Context: an optimization exercise on an open-source flow, tuned for small area. The choices shown serve that exercise and are no tape-out recipe.
RTL that was checked went through simulation tests only; none was proved equivalent to the original.
Power figures rest on the tool's default switching activity, not on a simulated workload.

==> module sync_arith_unit_12, before the edit <==
module sync_arith_unit_12 (
    input  logic [31:0] i_arg_A,
    input  logic [31:0] i_arg_B,
    input  logic [1:0]  i_op,
    input  logic        i_clk,
    input  logic        i_reset,
    output logic [31:0] o_result,
    output logic [3:0]  o_status,
    output logic        o_error_konw,
    output logic        o_error_przes,
    output logic        o_error_ust
);
    wire [31:0] A = i_arg_A;
    wire [31:0] B = i_arg_B;
    wire sel_konw = (i_op == 2'b00);
    wire sel_poro = (i_op == 2'b01);
    wire sel_ust  = (i_op == 2'b10);
    wire sel_prz  = (i_op == 2'b11);
    logic [31:0] c;        
    always_comb begin
        c[0] = 1'b0;
        for (int i = 1; i < 32; i++)
            c[i] = (A[i-1] & B[i-1]) | (c[i-1] & (A[i-1] | B[i-1]));
    end
    wire poro = (A[31] == B[31]) ? ~A[31] : c[31];
    assign o_error_ust = (|B[30:5]) | (B[31] & (|B[4:0]));
    wire        u_ok   = sel_ust & ~o_error_ust;
    wire        u_bit  = u_ok & (|B[4:0]);
    wire        a_7f   = ~A[31] & (&A[30:0]);
    wire        sel_sh = (&B[30:5]) & (B[31] | (&B[4:0]));
    wire        fill   = (B[31] & A[31]) | a_7f;
    assign o_error_przes = ~B[31] & ~(&B[30:0]) & (|A) & ~a_7f;
    wire        g_fill = sel_prz & ~sel_sh & fill;
    logic [31:0] a_pre;    
    always_comb begin
        a_pre[0] = 1'b0;
        for (int i = 1; i < 32; i++) a_pre[i] = a_pre[i-1] | A[i-1];
    end
    wire        a_lo_nz = a_pre[31];
    assign o_error_konw = A[31] & ~a_lo_nz;
    wire        k_neg   = sel_konw & A[31];
    wire        en_a    = sel_konw | u_ok;
    wire [30:0] x       = ({31{k_neg}} & a_pre[30:0]) | {31{u_ok | g_fill}};
    wire [31:0] w_ku    = {(k_neg & a_lo_nz) | (u_ok & ~A[31]), ({31{en_a}} & A[30:0]) ^ x};
    wire [4:0]  s      = ~B[4:0];
    wire        g_sh   = sel_prz & sel_sh;
    wire        en_sh  = g_sh | u_bit;
    wire        g1     = g_sh & s[0];        
    wire        g0     = g_sh & ~s[0];       
    wire [31:0] t1     = ({32{g1}} & {1'b0, A[31:1]}) | ({32{g0}} & A)
                       | {u_bit & ~s[0], u_bit & s[0], 30'd0};
    logic [31:0] t2, t3, t4, t5;
    always_comb begin
        for (int i = 0; i < 32; i++) begin
            t2[i] = (en_sh & s[1] & (i + 2  < 32 ? t1[(i + 2) % 32]  : 1'b0)) | (en_sh & ~s[1] & t1[i]);
        end
        for (int i = 0; i < 32; i++) begin
            t3[i] = (en_sh & s[2] & (i + 4  < 32 ? t2[(i + 4) % 32]  : 1'b0)) | (en_sh & ~s[2] & t2[i]);
        end
        for (int i = 0; i < 32; i++) begin
            t4[i] = (en_sh & s[3] & (i + 8  < 32 ? t3[(i + 8) % 32]  : 1'b0)) | (en_sh & ~s[3] & t3[i]);
        end
        for (int i = 0; i < 32; i++) begin
            t5[i] = (en_sh & s[4] & (i + 16 < 32 ? t4[(i + 16) % 32] : 1'b0)) | (en_sh & ~s[4] & t4[i]);
        end
    end
    wire [31:0] w_sh = t5;
    wire [31:0] w = w_ku | w_sh | {31'd0, sel_poro & poro};
    wire err = o_error_konw | o_error_przes | o_error_ust;
    logic [1:0] st;
    always_ff @(posedge i_clk, posedge i_reset) begin
        if (i_reset) begin
            o_result <= '0;
            st <= '0;
        end else begin
            o_result <= w;
            st <= {err, ~|w};
        end
    end
    assign o_status = {st[1], ^o_result, st[0], 1'b0};
endmodule
clock: 15.0 ns
lec_check: 0
cap_margin: 10
core_margin: 2
core_utilization: 60
cts_buf_list: sky130_fd_sc_hd__clkbuf_4
gpl_timing_driven: 0
slew_margin: 10
standard.sh (not shown) runs the stock make flow with config.mk's settings and CLKGATE_MAP_FILE= SYNTH_SCRIPT=/design/flow/synth_recipe.tcl, a recipe that flattens the netlist after the stock synthesis.
==> flow/flow/run.sh <==
#!/bin/bash
# Layout flow: the standard ORFS flow, except that synthesis maps the
# combinational logic with an area-oriented ABC script (flow/area.script),
# and the ports get the smallest buffer.
# Registers, their names and cell types are as in the standard synthesis.
set -euo pipefail
work=$(pwd)
export MY_ABC_SCRIPT=$work/flow/area.script
# the smallest buffer on each port
export BUFFER_PORTS_ARGS="-buffer_cell sky130_fd_sc_hd__buf_1"
# clock tree of small buffers, without dummy loads
export CTS_ARGS="-sink_clustering_enable -repair_clock_nets -dont_use_dummy_load -buf_list sky130_fd_sc_hd__clkbuf_4"
# downsize gates off the critical paths after global routing
export RECOVER_POWER=100
sed "s#$work/synth_recipe.tcl#$work/flow/my_synth.tcl#" standard.sh > own_standard.sh
grep -q "flow/my_synth.tcl" own_standard.sh
# no half/full adder extraction before ABC: it maps the whole logic itself
sed -i "s#CLKGATE_MAP_FILE= #CLKGATE_MAP_FILE= ADDER_MAP_FILE= #" own_standard.sh
grep -q "ADDER_MAP_FILE= " own_standard.sh
# repair_design buffers high-fanout nets: keep it to the smaller buffers,
# on top of the platform's own don't-use list
platform_dont_use=$(make -s -C "$FLOW_HOME" DESIGN_CONFIG="$work/config.mk" WORK_HOME="$work/orfs" print-DONT_USE_CELLS | sed -n 's/^DONT_USE_CELLS: *//p')
test -n "$platform_dont_use"
dont_use="$platform_dont_use sky130_fd_sc_hd__buf_6 sky130_fd_sc_hd__buf_8 sky130_fd_sc_hd__buf_12 sky130_fd_sc_hd__buf_16 sky130_fd_sc_hd__bufbuf_8 sky130_fd_sc_hd__bufbuf_16 sky130_fd_sc_hd__clkbuf_8 sky130_fd_sc_hd__clkbuf_16"
sed -i "s#CLKGATE_MAP_FILE= #CLKGATE_MAP_FILE= 'DONT_USE_CELLS=$dont_use' #" own_standard.sh
bash own_standard.sh finish > orfs_make.log 2>&1
test -f out/final.def
==> flow/flow/area.script <==
strash
&get -n
&st
&dch -f
&nf -R 1000 -F 16 -A 8 -a -C 32
&put
==> flow/flow/my_synth.tcl <==
proc synth {args} { yosys synth -nofsm -noshare {*}$args }
# map the combinational logic with our own ABC script
proc abc {args} {
  set i [lsearch -exact $args -script]
  if { $i >= 0 } { lset args [expr { $i + 1 }] $::env(MY_ABC_SCRIPT) }
  yosys abc {*}$args
}
source $::env(SCRIPTS_DIR)/synth.tcl
# left out here: clear keep_hierarchy, flatten, clean up, hide names made inside functions, write 1_2_yosys.v
The first run finished clean.
Then changed:
--- a/flow/design.v
+++ b/flow/design.v
@@ -66,16 +66,14 @@
     end
     wire [31:0] w_sh = t5;
     wire [31:0] w = w_ku | w_sh | {31'd0, sel_poro & poro};
     wire err = o_error_konw | o_error_przes | o_error_ust;
-    logic [1:0] st;
     always_ff @(posedge i_clk, posedge i_reset) begin
         if (i_reset) begin
             o_result <= '0;
-            st <= '0;
+            o_status <= '0;
         end else begin
             o_result <= w;
-            st <= {err, ~|w};
+            o_status <= {err, ^w, ~|w, 1'b0};
         end
     end
-    assign o_status = {st[1], ^o_result, st[0], 1'b0};
 endmodule
What happened:
- sequential share of layout area is higher by 0.51 points
- core utilization falls by 0.19 points
- first-iteration DRC count increases by 37%
- wire length rises by 2.2%
- fmax goes down by 0.47%
- worst setup slack degrades by 38 ps
- final cell count rose by 1.5%
- total power increases by 1.7%
- sequential power hardly moves
- flip-flop and latch count increases by 1
- via count grows by 2.1%
- die area is higher by 0.72%
- design area rose by 0.32%
- global-route usage came out lower by 0.13 points
The RTL of the first run of this note was laid out without a check of its function.

-- what the ideal ports hide --
The results above use ideal ports. As a check the final layouts listed here were re-extracted and re-timed, cells and wires unchanged.
Step 1: set_driving_cell puts a clkbuf_16 on i_clk and a buf_2 on each other input, an assumption about the parent block.
Step 2 adds t to the input delays and takes it off the output delays; t is the mean of the earliest and latest rising clock arrival at the registers after step 1. Input paths then give back, and output paths get back, about the clock's delay inside the block.
Slacks: ideal / step 1 / step 2; pairs: ideal / step 1.
| run | shift t [ns] | slack for setup (ns) | slew at the worst register clock pin (ns) | worst data-port slew with drivers (ns) | pins driven straight from the clock port |
|---|---|---|---|---|---|
| the first run | 0.340 | 6.957 / 6.937 / 6.937 | 0.10 / 0.10 | 0.04 | 1 |
| the second run | 0.344 | 6.919 / 6.920 / 6.576 | 0.09 / 0.09 | 0.03 | 1 |
After both steps setup and hold are still met in every run listed. For the second run, which loses most, drivers alone change the setup slack by +0.001 ns; drivers and shift together by -0.343 ns.
